What follows belongs to an exercise in optimizing a design on an open flow for small area, a short achievable clock period and few clock cycles; a production flow would make more cautious choices. Only simulation tests tie the RTL to the original design; equivalence was not proved.

==> flow/design.v (outline; a module is shown in full before it is edited, if it fits) <==
// module Milestone1: 657 lines
// module m1_fa: 3 lines
// module m1_ha: 3 lines
module Milestone1(
		input  logic        CLOCK_50,
		input  logic        Resetn,
		input  logic        start,
		output logic        finish,
		input  logic [15:0] SRAM_read_data,
		output logic [17:0] SRAM_address,
		output logic [15:0] SRAM_write_data,
		output logic        SRAM_we_n
);
  // ...
==> flow/run.sh <==
#!/bin/bash
# synth_recipe.tcl (not shown) runs the flow's synth.tcl, then flattens the netlist and writes it again
# the make line also repeats each setting of config.mk as NAME=value (left out here)
make -C /OpenROAD-flow-scripts/flow DESIGN_CONFIG=/design/flow/config.mk WORK_HOME=/design/flow/orfs CLKGATE_MAP_FILE= SYNTH_SCRIPT=/design/flow/synth_recipe.tcl finish
==> flow/config.mk <==
export PLATFORM = sky130hd
export DESIGN_NAME = Milestone1
export DESIGN_NICKNAME = Milestone1
export VERILOG_FILES = /design/flow/design.v
export SDC_FILE = /design/flow/constraint.sdc
export NUM_CORES = 4
export LEC_CHECK = 0
export ABC_CLOCK_PERIOD_IN_PS = 4000
export CAP_MARGIN = 20
export CORE_MARGIN = 2
export CORE_UTILIZATION = 40
export SLEW_MARGIN = 20
export SYNTH_HIERARCHICAL = 1
export SYNTH_MINIMUM_KEEP_SIZE = 0
==> flow/constraint.sdc <==
create_clock -name core_clock -period 11.5 [get_ports {CLOCK_50}]
set_input_delay 2.3000 -clock core_clock [delete_from_list [all_inputs] [get_ports {CLOCK_50}]]
set_output_delay 2.3000 -clock core_clock [all_outputs]
set_load 0.01 [all_outputs]
==> PnR_summary.wiki, run 1 <==
{| class="wikitable"
! Metric !! Value
|-
| Worst reg2reg path depth || 15
|-
| Crit-path cells || ha_1, fa_1, fa_1, fa_1, fa_1, ha_1, nand3_1, a2111oi_0, nand2_1, a31o_2, a31oi_2, nor4b_1, nand3b_1, o41ai_1, o211ai_1
|-
| Type of the worst min-delay path || reg -> reg
|-
| Synth Warn # || 9
|-
| #FFs+latches synth || 292
|-
| Final core utilization || 44.76%
|-
| Number of antenna violations at the first check in global routing || 0
|-
| Register-to-register setup slack || 5.12 ns
|-
| Leading cell types in the layout, fill and taps excluded || sky130_fd_sc_hd__fa_1 (266), sky130_fd_sc_hd__ha_1 (233), sky130_fd_sc_hd__inv_1 (201), sky130_fd_sc_hd__edfxtp_1 (158), sky130_fd_sc_hd__nand2_1 (133)
|-
| Routed via count || 14820
|-
| Nets in the synthesized netlist || 2496
|-
| Commonest non-fill, non-tap cell in the layout || sky130_fd_sc_hd__fa_1
|-
| Tcrit/Tclk final || 55.48%
|-
| Tmin final || 6.380 ns
|-
| Startpoint of the worst-slack reg-to-reg timing path || py[5]$_DFFE_PP_
|-
| Top delay family on crit path || adder cells
|-
| Area inside the core boundary || 0.05639 mm^2
|-
| Standard cell area after detailed placement || 0.02426 mm^2
|-
| Post-CTS setup-driven buffer insertion count || 0
|-
| Worst slack on hold paths || 0.4530 ns
|-
| I/O pin count || 55
|-
| Fin. Hold Viols || 0
|-
| Synthesized area || 0.02280 mm^2
|-
| Layout overhead on the synthesized area || 10.71%
|-
| Met2 Usage GRT || 33.39%
|-
| Status || no timing/DRC/antenna violations
|-
| Arrival time of data at the critical path endpoint || 6.81 ns
|}
Testbench counts, summed over its fixed seeds: cycles 774,724.
==> run 2, diff against run 1 <==
--- a/flow/design.v
+++ b/flow/design.v
@@ -15,17 +15,17 @@
 logic [3:0]  ph;         
 logic [6:0]  kcol;       
 logic [15:0] ya;         
 logic [15:0] ua;         
 logic [16:0] rgb;        
 logic [7:0]  wu [0:5];
 logic [7:0]  wv [0:5];
 logic [7:0]  pu, pv;     
-logic [7:0]  ylo;        
+logic [15:0] yw;         
 logic [9:0]  vo;         
 logic [7:0]  bbuf;       
 wire run   = (state == S_RUN);
 wire pro   = (state == S_PRO);
 wire first = (kcol == 7'd0);
 wire edge_dup = (kcol >= 7'd78);
 logic        fsel_v;     
 logic [8:0]  fp1, fp2, fp3;
@@ -142,26 +142,39 @@
 m1_fa u_f_135 (.a(f_104), .b(f_105), .c(f_77), .s(f_135), .co(f_136));
 m1_fa u_f_137 (.a(f_106), .b(f_107), .c(f_81), .s(f_137), .co(f_138));
 assign f_139 = ~(f_108 ^ f_109);
 assign f_140 = f_108 | f_109;
 m1_fa u_f_141 (.a(f_110), .b(f_84), .c(fp1[8]), .s(f_141), .co(f_142));
 assign fsum = {1'b1, f_142, f_140, f_138, f_136, f_134, f_132, f_130, f_128, f_126, f_124, f_122, f_120, f_118, f_116, f_114, f_112, f_111} + {1'b0, 1'b1, f_141, f_139, f_137, f_135, f_133, f_131, f_129, f_127, f_125, f_123, f_121, f_119, f_117, f_115, f_113, 1'b1};
 logic [7:0]  py, pyn;
 logic [9:0]  xu, xv, xun, xvn;
-logic [27:0] sr, sg, sb;
+logic [11:0] sr_a, sr_b, sg_a, sg_b, sb_a, sb_b;
+logic [15:0] sr_lo, sg_lo, sb_lo;
+logic        sr_c, sg_c, sb_c;
+logic [11:0] rr_a, rr_b, rg_a, rg_b, rb_a, rb_b;
+logic        rr_c, rg_c, rb_c;
+logic [11:0] hr, hg, hb;
 logic [7:0]  cr, cg, cb;
-function automatic logic [7:0] clip(input logic [27:0] s);
-	clip = s[27] ? 8'd0 : ((|s[26:24]) ? 8'd255 : s[23:16]);
+function automatic logic [7:0] clip(input logic [11:0] s);
+	clip = s[11] ? 8'd0 : ((|s[10:8]) ? 8'd255 : s[7:0]);
 endfunction
+always_ff @(posedge CLOCK_50) begin
+	rr_a <= sr_a; rr_b <= sr_b; rr_c <= sr_c;
+	rg_a <= sg_a; rg_b <= sg_b; rg_c <= sg_c;
+	rb_a <= sb_a; rb_b <= sb_b; rb_c <= sb_c;
+end
 always_comb begin
 	pyn = ~py; xun = ~xu; xvn = ~xv;
-	cr = clip(sr);
-	cg = clip(sg);
-	cb = clip(sb);
+	hr = rr_a + rr_b + {11'd0, rr_c};
+	hg = rg_a + rg_b + {11'd0, rg_c};
+	hb = rb_a + rb_b + {11'd0, rb_c};
+	cr = clip(hr);
+	cg = clip(hg);
+	cb = clip(hb);
 end
 logic csr_1, csr_2, csr_3, csr_4, csr_5, csr_6, csr_7, csr_8;
 logic csr_9, csr_10, csr_11, csr_12, csr_13, csr_14, csr_15, csr_16;
 logic csr_17, csr_18, csr_19, csr_20, csr_21, csr_22, csr_23, csr_24;
 logic csr_25, csr_26, csr_27, csr_28, csr_29, csr_30, csr_31, csr_32;
 logic csr_33, csr_34, csr_35, csr_36, csr_37, csr_38, csr_39, csr_40;
 logic csr_41, csr_42, csr_43, csr_44, csr_45, csr_46, csr_47, csr_48;
 logic csr_49, csr_50, csr_51, csr_52, csr_53, csr_54, csr_55, csr_56;
@@ -323,17 +336,19 @@
 m1_fa u_csr_171 (.a(csr_124), .b(csr_125), .c(csr_77), .s(csr_171), .co(csr_172));
 m1_fa u_csr_173 (.a(csr_126), .b(csr_127), .c(csr_81), .s(csr_173), .co(csr_174));
 m1_fa u_csr_175 (.a(csr_128), .b(csr_129), .c(csr_85), .s(csr_175), .co(csr_176));
 assign csr_177 = ~(csr_130 ^ csr_131);
 assign csr_178 = csr_130 | csr_131;
 assign csr_179 = ~(csr_132 ^ csr_133);
 assign csr_180 = csr_132 | csr_133;
 m1_ha u_csr_181 (.a(csr_134), .b(xv[8]), .s(csr_181), .co(csr_182));
-assign sr = {1'b1, csr_182, csr_180, csr_178, csr_176, csr_174, csr_172, csr_170, csr_168, csr_166, csr_164, csr_162, csr_160, csr_158, csr_156, csr_154, csr_152, csr_150, csr_148, csr_146, csr_144, csr_142, csr_140, csr_138, csr_136, csr_135, xvn[1], xvn[0]} + {1'b0, xv[9], csr_181, csr_179, csr_177, csr_175, csr_173, csr_171, csr_169, csr_167, csr_165, csr_163, csr_161, csr_159, csr_157, csr_155, csr_153, csr_151, csr_149, csr_147, csr_145, csr_143, csr_141, csr_139, csr_137, 1'b1, 1'b0, 1'b1};
+assign {sr_c, sr_lo} = {1'b0, csr_160, csr_158, csr_156, csr_154, csr_152, csr_150, csr_148, csr_146, csr_144, csr_142, csr_140, csr_138, csr_136, csr_135, xvn[1], xvn[0]} + {1'b0, csr_161, csr_159, csr_157, csr_155, csr_153, csr_151, csr_149, csr_147, csr_145, csr_143, csr_141, csr_139, csr_137, 1'b1, 1'b0, 1'b1};
+assign sr_a = {1'b1, csr_182, csr_180, csr_178, csr_176, csr_174, csr_172, csr_170, csr_168, csr_166, csr_164, csr_162};
+assign sr_b = {1'b0, xv[9], csr_181, csr_179, csr_177, csr_175, csr_173, csr_171, csr_169, csr_167, csr_165, csr_163};
 m1_ha u_csg_1 (.a(py[5]), .b(py[3]), .s(csg_1), .co(csg_2));
 m1_ha u_csg_3 (.a(py[7]), .b(py[5]), .s(csg_3), .co(csg_4));
 m1_ha u_csg_5 (.a(py[6]), .b(py[4]), .s(csg_5), .co(csg_6));
 m1_ha u_csg_7 (.a(py[7]), .b(py[5]), .s(csg_7), .co(csg_8));
 m1_ha u_csg_9 (.a(pyn[7]), .b(py[0]), .s(csg_9), .co(csg_10));
 m1_ha u_csg_11 (.a(py[2]), .b(py[0]), .s(csg_11), .co(csg_12));
 m1_fa u_csg_13 (.a(py[3]), .b(py[1]), .c(xu[9]), .s(csg_13), .co(csg_14));
 m1_ha u_csg_15 (.a(xun[7]), .b(xun[2]), .s(csg_15), .co(csg_16));
@@ -445,17 +460,19 @@
 m1_fa u_csg_211 (.a(csg_164), .b(csg_165), .c(csg_117), .s(csg_211), .co(csg_212));
 m1_fa u_csg_213 (.a(csg_166), .b(csg_167), .c(csg_121), .s(csg_213), .co(csg_214));
 m1_fa u_csg_215 (.a(csg_168), .b(csg_169), .c(csg_125), .s(csg_215), .co(csg_216));
 m1_fa u_csg_217 (.a(csg_170), .b(csg_171), .c(csg_129), .s(csg_217), .co(csg_218));
 m1_fa u_csg_219 (.a(csg_172), .b(csg_173), .c(csg_133), .s(csg_219), .co(csg_220));
 m1_fa u_csg_221 (.a(csg_174), .b(csg_175), .c(csg_137), .s(csg_221), .co(csg_222));
 m1_fa u_csg_223 (.a(csg_176), .b(csg_177), .c(xvn[8]), .s(csg_223), .co(csg_224));
 m1_ha u_csg_225 (.a(csg_178), .b(xvn[9]), .s(csg_225), .co(csg_226));
-assign sg = {1'b1, csg_226, csg_224, csg_222, csg_220, csg_218, csg_216, csg_214, csg_212, csg_210, csg_208, csg_206, csg_204, csg_202, csg_200, csg_198, csg_196, csg_194, csg_192, csg_190, csg_188, csg_186, csg_184, csg_182, csg_180, csg_179, xvn[1], xvn[0]} + {1'b0, 1'b1, csg_225, csg_223, csg_221, csg_219, csg_217, csg_215, csg_213, csg_211, csg_209, csg_207, csg_205, csg_203, csg_201, csg_199, csg_197, csg_195, csg_193, csg_191, csg_189, csg_187, csg_185, csg_183, csg_181, 1'b1, 1'b0, 1'b1};
+assign {sg_c, sg_lo} = {1'b0, csg_204, csg_202, csg_200, csg_198, csg_196, csg_194, csg_192, csg_190, csg_188, csg_186, csg_184, csg_182, csg_180, csg_179, xvn[1], xvn[0]} + {1'b0, csg_205, csg_203, csg_201, csg_199, csg_197, csg_195, csg_193, csg_191, csg_189, csg_187, csg_185, csg_183, csg_181, 1'b1, 1'b0, 1'b1};
+assign sg_a = {1'b1, csg_226, csg_224, csg_222, csg_220, csg_218, csg_216, csg_214, csg_212, csg_210, csg_208, csg_206};
+assign sg_b = {1'b0, 1'b1, csg_225, csg_223, csg_221, csg_219, csg_217, csg_215, csg_213, csg_211, csg_209, csg_207};
 m1_ha u_csb_1 (.a(py[5]), .b(py[3]), .s(csb_1), .co(csb_2));
 m1_ha u_csb_3 (.a(py[6]), .b(py[4]), .s(csb_3), .co(csb_4));
 m1_fa u_csb_5 (.a(py[7]), .b(py[5]), .c(py[3]), .s(csb_5), .co(csb_6));
 m1_ha u_csb_7 (.a(pyn[4]), .b(xun[6]), .s(csb_7), .co(csb_8));
 m1_fa u_csb_9 (.a(pyn[5]), .b(xun[7]), .c(xun[5]), .s(csb_9), .co(csb_10));
 m1_ha u_csb_11 (.a(xu[2]), .b(xu[0]), .s(csb_11), .co(csb_12));
 m1_fa u_csb_13 (.a(pyn[6]), .b(xun[8]), .c(xun[6]), .s(csb_13), .co(csb_14));
 m1_ha u_csb_15 (.a(xu[3]), .b(xu[1]), .s(csb_15), .co(csb_16));
@@ -531,50 +548,52 @@
 assign csb_140 = csb_94 | csb_95;
 assign csb_141 = ~(csb_96 ^ csb_97);
 assign csb_142 = csb_96 | csb_97;
 assign csb_143 = ~(csb_98 ^ csb_99);
 assign csb_144 = csb_98 | csb_99;
 m1_ha u_csb_145 (.a(csb_100), .b(xu[7]), .s(csb_145), .co(csb_146));
 assign csb_147 = ~xu[8];
 assign csb_148 = xu[8];
-assign sb = {1'b1, csb_148, csb_146, csb_144, csb_142, csb_140, csb_138, csb_136, csb_134, csb_132, csb_130, csb_128, csb_126, csb_124, csb_122, csb_120, csb_118, csb_116, csb_114, csb_112, csb_110, csb_108, csb_106, csb_104, csb_102, csb_101, xun[1], xun[0]} + {1'b0, xu[9], csb_147, csb_145, csb_143, csb_141, csb_139, csb_137, csb_135, csb_133, csb_131, csb_129, csb_127, csb_125, csb_123, csb_121, csb_119, csb_117, csb_115, csb_113, csb_111, csb_109, csb_107, csb_105, csb_103, xun[0], 1'b0, 1'b1};
+assign {sb_c, sb_lo} = {1'b0, csb_126, csb_124, csb_122, csb_120, csb_118, csb_116, csb_114, csb_112, csb_110, csb_108, csb_106, csb_104, csb_102, csb_101, xun[1], xun[0]} + {1'b0, csb_127, csb_125, csb_123, csb_121, csb_119, csb_117, csb_115, csb_113, csb_111, csb_109, csb_107, csb_105, csb_103, xun[0], 1'b0, 1'b1};
+assign sb_a = {1'b1, csb_148, csb_146, csb_144, csb_142, csb_140, csb_138, csb_136, csb_134, csb_132, csb_130, csb_128};
+assign sb_b = {1'b0, xu[9], csb_147, csb_145, csb_143, csb_141, csb_139, csb_137, csb_135, csb_133, csb_131, csb_129};
 always_ff @(posedge CLOCK_50 or negedge Resetn) begin
 	if (!Resetn) begin
 		state     <= S_IDLE;
 		ph        <= 4'd0;
 		kcol      <= 7'd0;
 		ya        <= 16'd0;
 		ua        <= 16'd38400;
 		rgb       <= 17'h03E00;
 		finish    <= 1'b0;
 		SRAM_we_n <= 1'b1;
 		fsel_v    <= 1'b0;
 	end else begin
-		fsel_v <= run && (ph == 4'd0 || ph == 4'd3);
+		fsel_v <= (run && (ph == 4'd9 || ph == 4'd2)) || (pro && ph == 4'd7);
 		case (state)
 		S_IDLE: begin
 			if (start) begin
 				state <= S_PRO;
 				ph    <= 4'd0;
 			end
 		end
 		S_PRO: begin
 			ph <= ph + 4'd1;
 			if (ph == 4'd0 || ph == 4'd4) ua <= ua + 16'd1;
-			if (ph == 4'd6) begin
-				ya    <= ya + 16'd1;
+			if (ph == 4'd1) ya <= ya + 16'd1;
+			if (ph == 4'd7) begin
 				state <= S_RUN;
 				ph    <= 4'd0;
 			end
 		end
 		S_RUN: begin
 			ph <= (ph == 4'd9) ? 4'd0 : ph + 4'd1;
-			if (ph == 4'd1 && !edge_dup) ua <= ua + 16'd1;
-			if (ph == 4'd2 || (ph == 4'd9 && kcol != 7'd79)) ya <= ya + 16'd1;
+			if (ph == 4'd0 && !edge_dup) ua <= ua + 16'd1;
+			if (ph == 4'd1 || (ph == 4'd2 && kcol != 7'd79)) ya <= ya + 16'd1;
 			if (ph >= 4'd3 && ph <= 4'd8) begin
 				SRAM_we_n <= 1'b0;
 				rgb <= rgb + 17'd1;
 			end else
 				SRAM_we_n <= 1'b1;
 			if (ph == 4'd9) begin
 				if (kcol == 7'd79) begin
 					kcol <= 7'd0;
@@ -593,62 +612,67 @@
 			SRAM_we_n <= 1'b1;
 		end
 		endcase
 	end
 end
 wire [16:0] va = {1'b0, ua} + 17'd19200;
 logic sel_va, sel_ya, sel_rgb;
 always_comb begin
-	sel_va  = (state == S_IDLE) || (pro && ph == 4'd3) ||
-	          (run && (ph == 4'd0 || (ph == 4'd9 && kcol == 7'd79)));
-	sel_ya  = (pro && ph == 4'd6) ||
-	          (run && (ph == 4'd2 || (ph == 4'd9 && kcol != 7'd79)));
+	sel_va  = (state == S_IDLE) || (pro && (ph == 4'd3 || ph == 4'd7)) ||
+	          (run && ph == 4'd9);
+	sel_ya  = (pro && ph == 4'd1) || (run && (ph == 4'd1 || ph == 4'd2));
 	sel_rgb = run && ph >= 4'd3 && ph <= 4'd8;
 end
 always_ff @(posedge CLOCK_50) begin
 	if (sel_rgb)     SRAM_address <= {1'b1, rgb};
 	else if (sel_ya) SRAM_address <= {2'b00, ya};
 	else if (sel_va) SRAM_address <= {1'b0, va};
 	else             SRAM_address <= {2'b00, ua};
 end
 logic u_load, u_dup, u_pend, v_load, v_dup, v_pend;
 always_comb begin
-	v_load = (pro && (ph == 4'd2 || ph == 4'd6)) || (run && ph == 4'd3 && !edge_dup);
-	v_dup  = (pro && (ph == 4'd3 || ph == 4'd4)) || (run && edge_dup && (ph == 4'd3 || ph == 4'd6));
-	v_pend = (pro && ph == 4'd5) || (run && ((first && ph == 4'd0) || (ph == 4'd6 && !edge_dup)));
-	u_load = (pro && ph == 4'd3) || (run && ((first && ph == 4'd0) || (ph == 4'd4 && !edge_dup)));
-	u_dup  = (pro && (ph == 4'd4 || ph == 4'd5)) || (run && edge_dup && (ph == 4'd4 || ph == 4'd6));
-	u_pend = (pro && ph == 4'd6) || (run && ((first && ph == 4'd1) || (ph == 4'd6 && !edge_dup)));
+	v_load = (pro && (ph == 4'd2 || ph == 4'd6)) || (run && ph == 4'd2 && !edge_dup);
+	v_dup  = (pro && (ph == 4'd3 || ph == 4'd4)) || (run && edge_dup && (ph == 4'd2 || ph == 4'd5));
+	v_pend = (pro && (ph == 4'd5 || ph == 4'd7)) || (run && ph == 4'd5 && !edge_dup);
+	u_load = (pro && (ph == 4'd3 || ph == 4'd7)) || (run && ph == 4'd3 && !edge_dup);
+	u_dup  = (pro && (ph == 4'd4 || ph == 4'd5)) || (run && edge_dup && (ph == 4'd3 || ph == 4'd5));
+	u_pend = (pro && ph == 4'd6) || (run && ((first && ph == 4'd0) || (ph == 4'd5 && !edge_dup)));
 end
 always_ff @(posedge CLOCK_50) begin
 	if (u_load || u_dup || u_pend) begin
 		wu[0] <= wu[1]; wu[1] <= wu[2]; wu[2] <= wu[3]; wu[3] <= wu[4]; wu[4] <= wu[5];
 		if (u_load) wu[5] <= SRAM_read_data[15:8];
 		else if (u_pend) wu[5] <= pu;
 	end
 	if (u_load) pu <= SRAM_read_data[7:0];
 	if (v_load || v_dup || v_pend) begin
 		wv[0] <= wv[1]; wv[1] <= wv[2]; wv[2] <= wv[3]; wv[3] <= wv[4]; wv[4] <= wv[5];
 		if (v_load) wv[5] <= SRAM_read_data[15:8];
 		else if (v_pend) wv[5] <= pv;
 	end
 	if (v_load) pv <= SRAM_read_data[7:0];
 end
 always_ff @(posedge CLOCK_50) begin
-	if (ph == 4'd2 || ph == 4'd5) ylo <= SRAM_read_data[7:0];
-	if (ph == 4'd2 || ph == 4'd5) vo <= fout;
+	if ((pro && ph == 4'd4) || (run && ph == 4'd5)) yw <= SRAM_read_data;
+	else if (run && ph == 4'd4) yw[7:0] <= SRAM_read_data[7:0];
+	if (ph == 4'd1 || ph == 4'd4) vo <= fout;
 	case (ph)
-		4'd2, 4'd5: begin
+		4'd1: begin
+			py <= yw[15:8];
+			xu <= {2'b10, wu[2]};
+			xv <= {2'b10, wv[2]};
+		end
+		4'd4: begin
 			py <= SRAM_read_data[15:8];
 			xu <= {2'b10, wu[2]};
 			xv <= {2'b10, wv[2]};
 		end
-		4'd3, 4'd6: begin
-			py <= ylo;
+		4'd2, 4'd5: begin
+			py <= yw[7:0];
 			xu <= {~fout[9], fout[8:0]};
 			xv <= {~vo[9], vo[8:0]};
 		end
 		default: ;
 	endcase
 	bbuf <= cb;
 	case (ph)
 		4'd3, 4'd6: SRAM_write_data <= {cr, cg};
==> flow/config.mk (replaced) <==
export PLATFORM = sky130hd
export DESIGN_NAME = Milestone1
export DESIGN_NICKNAME = Milestone1
export VERILOG_FILES = /design/flow/design.v
export SDC_FILE = /design/flow/constraint.sdc
export NUM_CORES = 4
export LEC_CHECK = 0
export CAP_MARGIN = 20
export CORE_MARGIN = 2
export CORE_UTILIZATION = 40
export SLEW_MARGIN = 20
export SYNTH_HIERARCHICAL = 1
export SYNTH_MINIMUM_KEEP_SIZE = 0
==> run 2 against run 1 <==
Compared with the run above: still clean; critical path depth decreased by 1; non-clock buffer count unchanged; via count increased by 1.5%; critical endpoint is now xu[6]$_DFFE_PP_; highest routed layer unchanged.
==> PnR_summary.wiki, run 2 <==
{| class="wikitable"
! Metric !! Value
|-
| Clock sink count || 368
|-
| Most frequently used cell type in the post-synthesis netlist || sky130_fd_sc_hd__fa_1
|-
| Synth area leaders || sky130_fd_sc_hd__fa_1 (22%), sky130_fd_sc_hd__edfxtp_1 (20%), sky130_fd_sc_hd__ha_1 (12%), sky130_fd_sc_hd__dfxtp_1 (11%), sky130_fd_sc_hd__dfrtp_1 (5.6%)
|-
| Rel. slew slack || 29.79%
|-
| Post-Syn Instances || 1985
|-
| Clock skew || 0.04088 ns
|-
| Number of buffers inserted for hold repair after clock tree synthesis || 0
|-
| Sum of net half-perimeters after detailed placement || 44090 um
|-
| Minimum setup slack after placement || 6.777 ns
|-
| Crit Path Category || reg -> reg
|-
| Top delay family on crit path || adder cells
|-
| X dimension of the die || 250.9 um
|-
| Number of enable-type register cells in the synthesized netlist || 166
|-
| Crit-path cells || inv_1, ha_1, fa_1, fa_1, fa_1, fa_1, ha_1, o21ai_0, o21bai_1, a31oi_2, o311ai_1, a21oi_1, xnor2_1, mux2_2
|-
| Top Registers || wu: 48 flops, wv: 48 flops, SRAM_address: 18 flops
|-
| Leftover overflow at the end of global routing || 0
|-
| Number of different library cells in the post-synthesis netlist || 81
|-
| Final Max Tran Viols || 0
|-
| Nets in the synthesized netlist || 2510 (+0.56%)
|-
| Starting utilization of the core area || 40.39%
|-
| Clock latency (worst-skew pair) || 0.60 ns
|-
| Cells resized by post-CTS repair || 0
|-
| Post-CTS setup-driven buffer insertion count || 0 (unchanged)
|-
| Drt first-iter violations || 1044
|-
| Commonest cells post-synth || sky130_fd_sc_hd__fa_1 (272), sky130_fd_sc_hd__ha_1 (234), sky130_fd_sc_hd__inv_1 (219)
|-
| Post-synth top area cell || sky130_fd_sc_hd__fa_1
|-
| Clock slew at the register clock pins of the worst setup and hold paths || 0.06 ns
|-
| Setup repair after global routing missed its margin || no
|-
| #FFs+latches synth || 368 (+26%)
|-
| Wire length after detailed routing || 56570 um
|-
| Clock tree from TritonCTS || yes
|-
| Cell type of the slowest stage on the worst timing path || sky130_fd_sc_hd__fa_1
|-
| Layout overhead on the synthesized area || 11.97%
|-
| Final setup violation count || 0
|-
| Avg Vias per Cell || 5.240
|-
| Dominant cell type by count on the critical path || sky130_fd_sc_hd__fa_1
|-
| Mean cell area of the mapped netlist || 12.28 um^2
|-
| Status || no timing/DRC/antenna violations
|-
| First-pass GRT wire length || 89720 um
|-
| Arrival time of data at the critical path endpoint || 5.05 ns (-1.76 ns)
|-
| Type of the worst min-delay path || reg -> reg
|-
| DRC violation count after routing || 0
|-
| Commonest non-fill, non-tap cell in the layout || sky130_fd_sc_hd__fa_1
|-
| Leading cell types in the layout, fill and taps excluded || sky130_fd_sc_hd__fa_1 (272), sky130_fd_sc_hd__ha_1 (234), sky130_fd_sc_hd__inv_1 (219), sky130_fd_sc_hd__edfxtp_1 (166), sky130_fd_sc_hd__dfxtp_1 (137)
|-
| Via count of the first global-routing pass || 16061
|-
| Fin. Hold Viols || 0 (unchanged)
|-
| Area inside the core boundary || 0.06036 mm^2 (+7.0%)
|-
| I/O pin count || 55 (unchanged)
|-
| Tcrit/Tclk final || 40.98% (-14 points)
|-
| Number of antenna violations at the first check in global routing || 0 (unchanged)
|-
| ANT nets after route || 0
|-
| Fraction of the yosys area taken by sequential cells || 38.42%
|-
| Gpl congestion || 0.9038
|-
| Share of flip-flops with an asynchronous set or reset after synthesis || 17.66%
|-
| Fraction of synthesized cell area taken by the top area cell type || 22.34%
|-
| Port-buffer cells || 54
|-
| Maximum clock path buffer count || 3
|-
| Maximum number of pins on one net before global-route repair || 66
|-
| Routed via count || 15045 (+1.5%)
|-
| Critical path peak fanout || 6
|-
| Layout net count || 2582
|-
| Setup TNS || 0 ns
|-
| Clock H-tree levels || 2
|-
| TritonCTS buffer count || 43
|-
| Overall Global Routing Usage || 18.46%
|-
| Avg WL per Cell || 19.70 um
|-
| Maximum capacitance violations || 0
|-
| Slowest cell delay on critical path || 0.56 ns
|-
| Highest achievable clock rate || 212.2 MHz
|-
| Register-to-register setup slack || 6.79 ns (+1.67 ns)
|-
| Std-Cell Rows || 90
|-
| Critical path required time || 11.84 ns
|-
| Tmin final || 4.713 ns (-1.667 ns)
|-
| CP endpoint kind || flop
|-
| Proportion of layout cells with a drive suffix above 1 || 7.659%
|-
| Post-layout worst setup margin || 6.787 ns
|-
| N_diodes || 0
|-
| Height of the die || 250.9 um
|-
| Clock root buffer master || sky130_fd_sc_hd__clkbuf_16
|-
| Worst-Margin Slew || 1.042 ns
|-
| Sort of element at the start of the critical path || flop
|-
| Synthesized area || 0.02438 mm^2 (+6.9%)
|-
| Worst path buffer plus inverter count || 1
|-
| Synth Warn # || 9 (unchanged)
|-
| DRT Pass-1 Iters || 5
|-
| Die ar. || 0.06294 mm^2
|-
| Most used flip-flop cell after synthesis || sky130_fd_sc_hd__edfxtp_1
|}
==> run 2: cell types whose count changed after synthesis, moves of 9 or more <==
cell                       delta
sky130_fd_sc_hd__a21o_1       -9
sky130_fd_sc_hd__a21oi_1     -23
sky130_fd_sc_hd__dfxtp_1     +68
sky130_fd_sc_hd__inv_1       +18
sky130_fd_sc_hd__nand2_1     -33
sky130_fd_sc_hd__nand2b_1    -12
sky130_fd_sc_hd__nand3_1     -14
sky130_fd_sc_hd__nor2_1      -27
sky130_fd_sc_hd__nor3_1       -9
sky130_fd_sc_hd__o21a_1       +9
sky130_fd_sc_hd__or3_1        -9
==> run 2: final timing paths <==
kind / from / endpoint / depth (start not counted)
max: fp1[7]$_DFF_P_ / xu[6]$_DFFE_PP_ / 14
min: wu[3][5]$_DFFE_PP_ / wu[2][5]$_DFFE_PP_ / 0
max reg2reg: fp1[7]$_DFF_P_ / xu[6]$_DFFE_PP_ / 14
min reg2reg: wu[3][5]$_DFFE_PP_ / wu[2][5]$_DFFE_PP_ / 0
max in group asynchronous: Resetn / ua[3]$_DFFE_PN0P_ / 2
min in group asynchronous: Resetn / kcol[6]$_DFFE_PN0P_ / 2
==> run 2: cells by family after synthesis <==
kind of cell | after synthesis | share of synthesized area (%)
DFF | 368 | 38.42
muxes | 57 | 2.525
xor gates and xnor gates | 108 | 3.880
AOI/OAI and AO/OA | 352 | 9.813
and+or+nand+nor | 337 | 6.913
buffers and inverters | 257 | 4.101
adders and majority gates | 506 | 34.35
==> run 2: layout make-up <==
class | instances | area, um^2
Fill cell | 5483 | 33060
Multi-Input combinational cell | 1360 | 14020
Sequential cell | 368 | 9366
Clock buffer | 56 | 1197
Tap cell | 782 | 978.4
Inverter | 219 | 822.0
Timing Repair Buffer | 65 | 618.1
Clock inverter | 21 | 292.8
==> run 2: routing by layer <==
metal	GRT usage (%)	vias up	wire, um
met5	0	-	0
met4	6.548	0	1923
met3	3.086	108	2270
met2	30.66	313	26800
met1	24.47	7585	25570
li1	-	7039	-
==> run 2: Yosys stat by module, one instance, submodules excluded <==
module / times used / cells inside / flops+latches
m1_ha: 53 / 1 / 0
Milestone1: 1 / 1672 / 368
m1_fa: 260 / 1 / 0
==> run 2: per-stage QoR <==
step                      hold WS, ns  util (%)  area, um^2  std cells
final                          0.4497     45.23       27300       2871
after global routing           0.4595     45.23       27300       2871
after CTS                      0.4524     45.23       27300       2871
after detailed placement       0.4393     42.76       25810       2794
after global placement         0.4408     42.76       25810       2794
after floorplan                0.4190         -       24380       1985
Testbench counts of run 2, summed over its fixed seeds: cycles 775,684.

==> afterwards: timing with drivers on the ports <==
Ports are ideal in the flow. The routed layouts listed here were re-timed in OpenROAD.
Step 1: set_driving_cell puts a clkbuf_16 on CLOCK_50 and a buf_2 on each other input, an assumption about the parent block.
Step 2 also shifts input and output timing later by t, the mid clock arrival at the registers, as if the neighbouring blocks saw the same clock.
Three values: no drivers, after step 1, after step 2; two values: the first two.
| run | t, ns | setup slack, ns | clock arrival spread, ns | worst slew at a driven data input, ns | cell pins on the clock port's net |
|---|---|---|---|---|---|
| run 1 | 0.643 | 5.120 / 5.120 / 5.120 | 0.027 / 0.027 | 0.05 | 1 |
| run 2 | 0.638 | 6.787 / 6.787 / 6.787 | 0.045 / 0.046 | 0.05 | 1 |
After both steps every run listed still meets setup and hold.
